This design comes from an exercise in tuning for small area on the open sky130 flow, not from production work.
In this exercise RTL edits were held to simulation tests only and were not proved equivalent to the original.

==> flow/design.v (excerpt) <==
module CPU(
    input [7:0] Ins,
    input RESET,
    input sCLK,
    output [6:0] SEG1,
    output [6:0] SEG2,
    output [6:0] SEG3,
    output [6:0] SEG4,
    output [6:0] SEG5,
    output [7:0] ADD
    );
	wire [1:0] op = Ins[7:6];
	wire [1:0] rs = Ins[5:4];
	wire [1:0] rt = Ins[3:2];
	wire [1:0] rd = Ins[1:0];
	wire [7:0] imm = {{6{Ins[1]}}, Ins[1:0]};
	wire is_add   = (op == 2'b00);
	wire is_load  = (op == 2'b01);
	wire is_store = (op == 2'b10);
	wire is_jump  = (op == 2'b11);
	reg [7:0] pc;
	wire [7:0] off = is_jump ? {{6{Ins[1] & ~Ins[0]}}, Ins[1] ^ Ins[0], ~Ins[0]} : 8'd1;
	always @(posedge sCLK or posedge RESET)
		if (RESET) pc <= 8'd0;
		else pc <= pc + off;
	assign ADD = pc;
	reg [7:0] r [0:3];
	wire [7:0] A = r[rs];
	wire [7:0] B = r[rt];
	wire [7:0] sum = A + (is_add ? B : imm);
	wire [4:0] addr = sum[4:0];
	reg [7:0] m [0:31];
	reg [31:0] mv;
	wire [7:0] init = addr[4] ? (8'd0 - {4'd0, addr[3:0]}) : {4'd0, addr[3:0]};
	wire [31:0] dec = 32'd1 << addr;
	wire [31:0] sv = dec & mv;
	wire hit = |sv;
	reg [7:0] md;
	integer k;
	always @(*) begin
		md = 8'd0;
		for (k = 0; k < 32; k = k + 1)
			md = md | ({8{sv[k]}} & m[k]);
	end
	wire [7:0] mrd = hit ? md : init;
	always @(posedge sCLK)
		for (k = 0; k < 32; k = k + 1)
			if (is_store & dec[k]) m[k] <= B;
	integer i;
	always @(posedge sCLK or posedge RESET)
		if (RESET) mv <= 32'd0;
		else if (is_store) mv <= mv | dec;
	wire [7:0] W = is_load ? mrd : sum;
	wire [1:0] wr = is_load ? rt : rd;
	always @(posedge sCLK or posedge RESET)
		if (RESET) begin
			r[0] <= 8'd0; r[1] <= 8'd0; r[2] <= 8'd0; r[3] <= 8'd0;
		end else if (is_add | is_load)
			r[wr] <= W;
	function [6:0] hex7(input [3:0] h);
		case (h)
  ...
Size in the first run: about 1200 cells after synthesis, ~15000 um2 of cells after synthesis.
Settings: LEC_CHECK=0, CAP_MARGIN=20, CORE_MARGIN=2, CORE_UTILIZATION=40, SLEW_MARGIN=20; clock period 11.0 ns.
standard.sh (not shown) runs the stock make flow with config.mk's settings and CLKGATE_MAP_FILE= SYNTH_SCRIPT=/design/flow/synth_recipe.tcl, a recipe that flattens the netlist after the stock synthesis.
==> flow/flow/run.sh <==
#!/bin/bash
# Standard ORFS flow with: no CTS dummy loads and smaller clock buffers,
# smallest buffer on the ports, and power (size) recovery after global route.
set -euo pipefail
EXTRA_ARGS=""
HERE=$(pwd)
CTSBUF=${CTSBUF:-sky130_fd_sc_hd__clkbuf_8}
bash standard.sh \
  "CTS_ARGS=-sink_clustering_enable -repair_clock_nets -dont_use_dummy_load -buf_list $CTSBUF" \
  "PRE_RESIZE_TCL=$HERE/flow/pre_resize.tcl" \
  RECOVER_POWER=100 \
  $EXTRA_ARGS finish > make_finish.log 2>&1
==> flow/flow/pre_resize.tcl <==
# Shrink the port buffers that buffer_ports inserted to the smallest buffer.
foreach inst [get_cells -quiet {input* output*}] {
  set name [get_full_name $inst]
  set master [get_property $inst ref_name]
  if {[string match "sky130_fd_sc_hd__*buf*" $master] && $master ne "sky130_fd_sc_hd__buf_1"} {
    replace_cell $name sky130_fd_sc_hd__buf_1
  }
}
The starting point finished but failed the layout checks on max-capacitance violations, max-slew violations.
Next try:
==> flow/run.sh (new file) <==
#!/bin/bash
# synth_recipe.tcl (not shown) runs the flow's synth.tcl, then flattens the netlist and writes it again
# the make line also repeats each setting of config.mk as NAME=value (left out here)
make -C /OpenROAD-flow-scripts/flow DESIGN_CONFIG=/design/flow/config.mk WORK_HOME=/design/flow/orfs CLKGATE_MAP_FILE= SYNTH_SCRIPT=/design/flow/synth_recipe.tcl finish
- CTS_BUF_LIST: unset -> sky130_fd_sc_hd__clkbuf_4
removed: flow/flow/run.sh
removed: flow/flow/pre_resize.tcl
removed: flow/standard.sh
Outcome: With this change the flow completed without violations. Routed wire length goes up by 0.73%. Clock-buffer cell count is higher by 86. Utilization goes up by 2.4 points. Non-clock buffer count is higher by 4. Cell count rose by 6.2%.
Next try:
- CTS_BUF_LIST: sky130_fd_sc_hd__clkbuf_4 -> unset
=>
- sequential cell count does not change
- cell area is about the same
- via count went down by 3.2%
- clock-buffer cell count came out lower by 85
Next try:
==> flow/flow/run.sh (new file) <==
#!/bin/bash
# Standard ORFS flow with: no CTS dummy loads and smaller clock buffers,
# smallest buffer on the ports, and power (size) recovery after global route.
set -euo pipefail
CTSBUF=${CTSBUF:-sky130_fd_sc_hd__clkbuf_4}
bash standard.sh \
  "CTS_ARGS=-sink_clustering_enable -repair_clock_nets -dont_use_dummy_load -buf_list $CTSBUF" \
  "BUFFER_PORTS_ARGS=-buffer_cell sky130_fd_sc_hd__buf_1" \
  RECOVER_POWER=100 \
  finish > make_finish.log 2>&1
==> flow/standard.sh (new file) <==
#!/bin/bash
# synth_recipe.tcl (not shown) runs the flow's synth.tcl, then flattens the netlist and writes it again
# the make line also repeats each setting of config.mk as NAME=value (left out here)
make -C /OpenROAD-flow-scripts/flow DESIGN_CONFIG=/design/flow/config.mk WORK_HOME=/design/flow/orfs CLKGATE_MAP_FILE= SYNTH_SCRIPT=/design/flow/synth_recipe.tcl "${@:-finish}"
- CAP_MARGIN: 20 -> 0
- SLEW_MARGIN: 20 -> 0
removed: flow/run.sh
After rerunning:
- The new run finished but failed the layout checks on max-capacitance violations, max-slew violations
- setup slack improves by 79 ps
- non-clock buffer count shrinks by 22
- design area fell by 6.9%
- wire length fell by 0.49%
- synthesized area does not change
Next try:
--- a/flow/flow/run.sh
+++ b/flow/flow/run.sh
@@ -3,5 +3,5 @@
 # smallest buffer on the ports, and power (size) recovery after global route.
 set -euo pipefail
-CTSBUF=${CTSBUF:-sky130_fd_sc_hd__clkbuf_4}
+CTSBUF=${CTSBUF:-sky130_fd_sc_hd__clkbuf_8}
 bash standard.sh \
   "CTS_ARGS=-sink_clustering_enable -repair_clock_nets -dont_use_dummy_load -buf_list $CTSBUF" \
- CAP_MARGIN: 0 -> 20
- SLEW_MARGIN: 0 -> 20
After rerunning: The new run produced a layout that fails on max-capacitance violations, max-slew violations. Core utilization grows by 0.36 points. Setup slack degrades by 120 ps. Fmax shrinks by 1.1%.

Another version of the RTL of CPU (not shown whole).
Size in the first run: roughly 1,000 cells after synthesis, ~53 I/O pins, roughly 14,000 um^2 of cells after synthesis.
Settings: LEC_CHECK=0, CAP_MARGIN=20, CORE_MARGIN=2, CORE_UTILIZATION=70, GPL_TIMING_DRIVEN=1, PLACE_DENSITY=0.8, SLEW_MARGIN=20; clock period 11.0 ns.
==> flow/flow/run.sh <==
#!/bin/bash
# Own layout flow: the standard synthesis, then the logic between the
# flip-flops re-mapped for area (flow/resynth.tcl, flip-flops untouched), then
# the standard ORFS flow with smaller port and clock buffers.
# Each tool's output goes to a log file of its own in this folder.
set -euo pipefail
HERE=$(pwd)
R=$HERE/orfs/results/sky130hd/CPU/base
CTSBUF=${CTSBUF:-sky130_fd_sc_hd__clkbuf_8}
CTSCL=${CTSCL:--sink_clustering_max_diameter 80 -sink_clustering_size 15}
VARS=(
  "CTS_ARGS=-sink_clustering_enable -repair_clock_nets -dont_use_dummy_load -buf_list $CTSBUF $CTSCL"
  "PRE_RESIZE_TCL=$HERE/flow/pre_resize.tcl"
  "PRE_GLOBAL_PLACE_TCL=$HERE/flow/pre_gpl.tcl"
)
bash standard.sh "${VARS[@]}" synth > make_synth.log 2>&1
cp $R/1_2_yosys.v $HERE/standard_synth.v
printf 'set_driving_cell sky130_fd_sc_hd__buf_1\nset_load 5\n' > $HERE/abc.constr
LIB=$FLOW_HOME/platforms/sky130hd/lib/sky130_fd_sc_hd__tt_025C_1v80.lib \
IN=$HERE/standard_synth.v OUT=$R/1_2_yosys.v TOP=$FLOW_TOP \
ABC_SCRIPTS="$HERE/flow/area1.abc $HERE/flow/area2.abc $HERE/flow/area3.abc $HERE/flow/area4.abc" ABC_CONSTR=$HERE/abc.constr STAT=$HERE/resynth_stat.txt \
  yosys -c $HERE/flow/resynth.tcl > resynth.log 2>&1
rm -f $R/1_synth.odb $R/1_synth.sdc
bash standard.sh "${VARS[@]}" finish > make_finish.log 2>&1
==> flow/flow/area1.abc <==
strash
dch
&get -n
&st
&dch
&nf -R 1000 -p
&put
mfs2 -a
strash
&get -n
&st
&dch
&nf -R 1000 -p
&put
topo
stime -c
==> flow/flow/area2.abc <==
strash
dc2
dch
&get -n
&st
&dch
&nf -R 1000 -p
&put
mfs2 -a
strash
&get -n
&st
&dch
&nf -R 1000 -p
&put
topo
stime -c
==> flow/flow/area3.abc <==
strash
dch
&get -n
&st
&dch
&nf -R 1000 -p
&put
mfs2 -a
strash
&get -n
&st
&dch
&nf -R 1000 -p
&put
mfs2 -a
strash
&get -n
&st
&dch
&nf -R 1000 -p
&put
topo
stime -c
==> flow/flow/area4.abc <==
strash
&get -n
&st
&syn2
&dch
&nf -R 1000 -p
&put
mfs2 -a
strash
&get -n
&st
&dch
&nf -R 1000 -p
&put
topo
stime -c
==> flow/flow/pre_gpl.tcl <==
# Remove the buffers synthesis put on pass-through and port nets; buffer_ports
# then gives every port its own buffer, as in the standard flow.
remove_buffers
# Let the timing-driven placement's repairs use only the small buffers.
set_dont_use {sky130_fd_sc_hd__buf_4 sky130_fd_sc_hd__buf_6 sky130_fd_sc_hd__buf_8 sky130_fd_sc_hd__buf_12 sky130_fd_sc_hd__buf_16 sky130_fd_sc_hd__bufbuf_8 sky130_fd_sc_hd__bufbuf_16 sky130_fd_sc_hd__clkbuf_4 sky130_fd_sc_hd__clkbuf_8 sky130_fd_sc_hd__clkbuf_16}
==> flow/flow/resynth.tcl <==
# Re-map the combinational logic of the standard synthesis netlist for area.
# The flip-flops (and their instance names) are kept as they are: every
# sequential cell is a black box here, so only the logic between them changes.
yosys -import
set lib $::env(LIB)
read_liberty -ignore_miss_func $lib
read_verilog $::env(IN)
hierarchy -top $::env(TOP)
set f [open $lib r]; set txt [read $f]; close $f
foreach {- m} [regexp -all -inline {cell\s*\(\s*"?(sky130_fd_sc_hd__\w+)"?\s*\)} $txt] {
  if {[regexp {__(s?e?df|dl|sdl)} $m]} { blackbox $m }
}
flatten
opt_clean -purge
techmap
opt -fast
set dont_use {}
foreach c {sky130_fd_sc_hd__lpflow_bleeder_1 sky130_fd_sc_hd__lpflow_clkbufkapwr_1 sky130_fd_sc_hd__lpflow_clkbufkapwr_16 sky130_fd_sc_hd__lpflow_clkbufkapwr_2 sky130_fd_sc_hd__lpflow_clkbufkapwr_4 sky130_fd_sc_hd__lpflow_clkbufkapwr_8 sky130_fd_sc_hd__lpflow_clkinvkapwr_1 sky130_fd_sc_hd__lpflow_clkinvkapwr_16 sky130_fd_sc_hd__lpflow_clkinvkapwr_2 sky130_fd_sc_hd__lpflow_clkinvkapwr_4 sky130_fd_sc_hd__lpflow_clkinvkapwr_8 sky130_fd_sc_hd__lpflow_decapkapwr_12 sky130_fd_sc_hd__lpflow_decapkapwr_3 sky130_fd_sc_hd__lpflow_decapkapwr_4 sky130_fd_sc_hd__lpflow_decapkapwr_6 sky130_fd_sc_hd__lpflow_decapkapwr_8 sky130_fd_sc_hd__lpflow_inputiso0n_1 sky130_fd_sc_hd__lpflow_inputiso0p_1 sky130_fd_sc_hd__lpflow_inputiso1n_1 sky130_fd_sc_hd__lpflow_inputiso1p_1 sky130_fd_sc_hd__lpflow_inputisolatch_1 sky130_fd_sc_hd__lpflow_isobufsrc_1 sky130_fd_sc_hd__lpflow_isobufsrc_16 sky130_fd_sc_hd__lpflow_isobufsrc_2 sky130_fd_sc_hd__lpflow_isobufsrc_4 sky130_fd_sc_hd__lpflow_isobufsrc_8 sky130_fd_sc_hd__lpflow_isobufsrckapwr_16 sky130_fd_sc_hd__lpflow_lsbuf_lh_hl_isowell_tap_1 sky130_fd_sc_hd__lpflow_lsbuf_lh_hl_isowell_tap_2 sky130_fd_sc_hd__lpflow_lsbuf_lh_hl_isowell_tap_4 sky130_fd_sc_hd__lpflow_lsbuf_lh_isowell_4 sky130_fd_sc_hd__lpflow_lsbuf_lh_isowell_tap_1 sky130_fd_sc_hd__lpflow_lsbuf_lh_isowell_tap_2 sky130_fd_sc_hd__lpflow_lsbuf_lh_isowell_tap_4 sky130_fd_sc_hd__probe_p_8 sky130_fd_sc_hd__probec_p_8} { lappend dont_use -dont_use $c }
# Map with each of the ABC scripts given and keep the smallest result.
design -save unmapped
set best_area -1
set best_script ""
foreach script $::env(ABC_SCRIPTS) {
  design -load unmapped
  abc -liberty $lib {*}$dont_use -script $script -constr $::env(ABC_CONSTR)
  opt_clean -purge
  read_liberty -lib -overwrite $lib
  set st [tee -q -s result.string stat -liberty $lib]
  regexp {Chip area for module '[^']*': ([0-9.]+)} $st -> area
  puts "RESYNTH $script area $area"
  if {$best_area < 0 || $area < $best_area} {
    set best_area $area
    set best_script $script
    design -save best
  }
}
puts "RESYNTH best $best_script area $best_area"
design -load best
hilomap -singleton -hicell sky130_fd_sc_hd__conb_1 HI -locell sky130_fd_sc_hd__conb_1 LO
insbuf -buf sky130_fd_sc_hd__buf_1 A X
opt_clean -purge
check -assert
tee -o $::env(STAT) stat -liberty $lib
write_verilog -noattr -nohex -nodec $::env(OUT)
Other scripts of this flow, unchanged in this note and not shown: flow/flow/pre_resize.tcl
The starting point finished with timing, DRC and antenna clean.
==> next run, changes <==
--- a/flow/flow/run.sh
+++ b/flow/flow/run.sh
@@ -19,5 +19,5 @@
 LIB=$FLOW_HOME/platforms/sky130hd/lib/sky130_fd_sc_hd__tt_025C_1v80.lib \
 IN=$HERE/standard_synth.v OUT=$R/1_2_yosys.v TOP=$FLOW_TOP \
-ABC_SCRIPTS="$HERE/flow/area1.abc $HERE/flow/area2.abc $HERE/flow/area3.abc $HERE/flow/area4.abc" ABC_CONSTR=$HERE/abc.constr STAT=$HERE/resynth_stat.txt \
+ABC_SCRIPT=$HERE/flow/area.abc ABC_CONSTR=$HERE/abc.constr STAT=$HERE/resynth_stat.txt \
   yosys -c $HERE/flow/resynth.tcl > resynth.log 2>&1
 rm -f $R/1_synth.odb $R/1_synth.sdc
==> flow/flow/area.abc (new file) <==
strash
dch
&get -n
&st
&dch
&nf -R 1000 -p
&put
mfs2 -a
strash
&get -n
&st
&dch
&nf -R 1000 -p
&put
topo
stime -c
==> flow/flow/pre_gpl.tcl (replaced) <==
# Remove the buffers synthesis put on pass-through and port nets; buffer_ports
# then gives every port its own buffer, as in the standard flow.
remove_buffers
==> flow/flow/resynth.tcl (replaced) <==
# Re-map the combinational logic of the standard synthesis netlist for area.
# The flip-flops (and their instance names) are kept as they are: every
# sequential cell is a black box here, so only the logic between them changes.
yosys -import
set lib $::env(LIB)
read_liberty -ignore_miss_func $lib
read_verilog $::env(IN)
hierarchy -top $::env(TOP)
set f [open $lib r]; set txt [read $f]; close $f
foreach {- m} [regexp -all -inline {cell\s*\(\s*"?(sky130_fd_sc_hd__\w+)"?\s*\)} $txt] {
  if {[regexp {__(s?e?df|dl|sdl)} $m]} { blackbox $m }
}
flatten
opt_clean -purge
techmap
opt -fast
set dont_use {}
foreach c {sky130_fd_sc_hd__lpflow_bleeder_1 sky130_fd_sc_hd__lpflow_clkbufkapwr_1 sky130_fd_sc_hd__lpflow_clkbufkapwr_16 sky130_fd_sc_hd__lpflow_clkbufkapwr_2 sky130_fd_sc_hd__lpflow_clkbufkapwr_4 sky130_fd_sc_hd__lpflow_clkbufkapwr_8 sky130_fd_sc_hd__lpflow_clkinvkapwr_1 sky130_fd_sc_hd__lpflow_clkinvkapwr_16 sky130_fd_sc_hd__lpflow_clkinvkapwr_2 sky130_fd_sc_hd__lpflow_clkinvkapwr_4 sky130_fd_sc_hd__lpflow_clkinvkapwr_8 sky130_fd_sc_hd__lpflow_decapkapwr_12 sky130_fd_sc_hd__lpflow_decapkapwr_3 sky130_fd_sc_hd__lpflow_decapkapwr_4 sky130_fd_sc_hd__lpflow_decapkapwr_6 sky130_fd_sc_hd__lpflow_decapkapwr_8 sky130_fd_sc_hd__lpflow_inputiso0n_1 sky130_fd_sc_hd__lpflow_inputiso0p_1 sky130_fd_sc_hd__lpflow_inputiso1n_1 sky130_fd_sc_hd__lpflow_inputiso1p_1 sky130_fd_sc_hd__lpflow_inputisolatch_1 sky130_fd_sc_hd__lpflow_isobufsrc_1 sky130_fd_sc_hd__lpflow_isobufsrc_16 sky130_fd_sc_hd__lpflow_isobufsrc_2 sky130_fd_sc_hd__lpflow_isobufsrc_4 sky130_fd_sc_hd__lpflow_isobufsrc_8 sky130_fd_sc_hd__lpflow_isobufsrckapwr_16 sky130_fd_sc_hd__lpflow_lsbuf_lh_hl_isowell_tap_1 sky130_fd_sc_hd__lpflow_lsbuf_lh_hl_isowell_tap_2 sky130_fd_sc_hd__lpflow_lsbuf_lh_hl_isowell_tap_4 sky130_fd_sc_hd__lpflow_lsbuf_lh_isowell_4 sky130_fd_sc_hd__lpflow_lsbuf_lh_isowell_tap_1 sky130_fd_sc_hd__lpflow_lsbuf_lh_isowell_tap_2 sky130_fd_sc_hd__lpflow_lsbuf_lh_isowell_tap_4 sky130_fd_sc_hd__probe_p_8 sky130_fd_sc_hd__probec_p_8} { lappend dont_use -dont_use $c }
abc -liberty $lib {*}$dont_use -script $::env(ABC_SCRIPT) -constr $::env(ABC_CONSTR)
read_liberty -lib -overwrite $lib
opt_clean -purge
hilomap -singleton -hicell sky130_fd_sc_hd__conb_1 HI -locell sky130_fd_sc_hd__conb_1 LO
insbuf -buf sky130_fd_sc_hd__buf_1 A X
opt_clean -purge
check -assert
tee -o $::env(STAT) stat -liberty $lib
write_verilog -noattr -nohex -nodec $::env(OUT)
- CORE_UTILIZATION: 70 -> 80
- PLACE_DENSITY: 0.8 -> 0.88
removed: flow/flow/area1.abc
removed: flow/flow/area2.abc
removed: flow/flow/area3.abc
removed: flow/flow/area4.abc
After rerunning:
- critical path depth rises by 1
- global-route usage rises by 8.4 points
- first-iteration DRC count rises by 28%
==> next run, changes <==
--- a/flow/flow/run.sh
+++ b/flow/flow/run.sh
@@ -7,6 +7,6 @@
 HERE=$(pwd)
 R=$HERE/orfs/results/sky130hd/CPU/base
-CTSBUF=${CTSBUF:-sky130_fd_sc_hd__clkbuf_8}
-CTSCL=${CTSCL:--sink_clustering_max_diameter 80 -sink_clustering_size 15}
+CTSBUF=${CTSBUF:-sky130_fd_sc_hd__clkbuf_4}
+CTSCL=${CTSCL:--sink_clustering_max_diameter 50 -sink_clustering_size 10}
 VARS=(
   "CTS_ARGS=-sink_clustering_enable -repair_clock_nets -dont_use_dummy_load -buf_list $CTSBUF $CTSCL"
--- a/flow/flow/pre_gpl.tcl
+++ b/flow/flow/pre_gpl.tcl
@@ -2,2 +2,4 @@
 # then gives every port its own buffer, as in the standard flow.
 remove_buffers
+# Let the timing-driven placement's repairs use only the small buffers.
+set_dont_use {sky130_fd_sc_hd__buf_4 sky130_fd_sc_hd__buf_6 sky130_fd_sc_hd__buf_8 sky130_fd_sc_hd__buf_12 sky130_fd_sc_hd__buf_16 sky130_fd_sc_hd__bufbuf_8 sky130_fd_sc_hd__bufbuf_16 sky130_fd_sc_hd__clkbuf_4 sky130_fd_sc_hd__clkbuf_8 sky130_fd_sc_hd__clkbuf_16}
- CORE_UTILIZATION: 80 -> 70
- PLACE_DENSITY: 0.88 -> 0.8
The changed run went through all stages and came out clean.
Routed wire length came out lower by a few percent.
Worst setup slack improves by 170 ps.
Via count shrinks by a few percent.
Cell area fell slightly.
==> next run, changes <==
--- a/flow/flow/run.sh
+++ b/flow/flow/run.sh
@@ -7,6 +7,6 @@
 HERE=$(pwd)
 R=$HERE/orfs/results/sky130hd/CPU/base
-CTSBUF=${CTSBUF:-sky130_fd_sc_hd__clkbuf_4}
-CTSCL=${CTSCL:--sink_clustering_max_diameter 50 -sink_clustering_size 10}
+CTSBUF=${CTSBUF:-sky130_fd_sc_hd__clkbuf_8}
+CTSCL=${CTSCL:--sink_clustering_max_diameter 80 -sink_clustering_size 15}
 VARS=(
   "CTS_ARGS=-sink_clustering_enable -repair_clock_nets -dont_use_dummy_load -buf_list $CTSBUF $CTSCL"
After rerunning:
- flip-flop and latch count is unchanged
- final cell count falls by 1.0%
- final area rises by 0.35%
- count of clock-buffer cells in the layout falls by 14
- setup slack gains 13 ps
- maximum frequency is about the same
- wire length stays flat
==> next run, changes <==
==> flow/flow/pre_gpl.tcl (replaced) <==
# Remove the buffers synthesis put on pass-through and port nets; buffer_ports
# then gives every port its own buffer, as in the standard flow.
remove_buffers
- CORE_UTILIZATION: 70 -> 55
- PLACE_DENSITY: 0.8 -> 0.7
=> Cell count went up by 4.8%; final area increases by 2.2%; synthesized area is unchanged; sequential share of layout area decreases by 1.4 points; wire length fell by 2.5%; register-to-register slack improves by 710 ps.

==> static timing again, ports no longer ideal <==
Ports are ideal in the flow. The routed layouts listed here were re-timed in OpenROAD. Step 1: set_driving_cell puts a clkbuf_16 on sCLK and a buf_2 on each other input, an assumption about the parent block. Step 2, shift: input delay + t, output delay - t, t = (earliest + latest rising clock arrival at the registers) / 2. This alone moves slack from input paths to output paths. Slacks: ideal / step 1 / step 2; pairs: ideal / step 1.
| run | t, ns | slack for setup (ns) | cell pins on the clock port's net |
|---|---|---|---|
| the first run of note 1 | 0.640 | 0.489 / 0.465 / 0.465 | 1 |
| the second run of note 1 | 0.808 | 0.282 / 0.257 / 0.257 | 1 |
| the third run of note 1 | 0.584 | 0.283 / 0.258 / 0.258 | 1 |
| the fourth run of note 1 | 0.750 | 0.362 / 0.337 / 0.337 | 1 |
| the fifth run of note 1 | 0.629 | 0.241 / 0.214 / 0.214 | 1 |
| the first run of note 2 | 0.609 | 0.543 / 0.504 / 0.504 | 1 |
| the second run of note 2 | 0.609 | 0.427 / 0.404 / 0.404 | 1 |
| the third run of note 2 | 0.699 | 0.599 / 0.574 / 0.574 | 1 |
| the fourth run of note 2 | 0.617 | 0.612 / 0.588 / 0.588 | 1 |
| the fifth run of note 2 | 0.613 | 0.562 / 0.541 / 0.541 | 1 |
For the first run of note 2, which loses most, drivers alone change the setup slack by -0.039 ns; drivers and shift together by -0.039 ns.
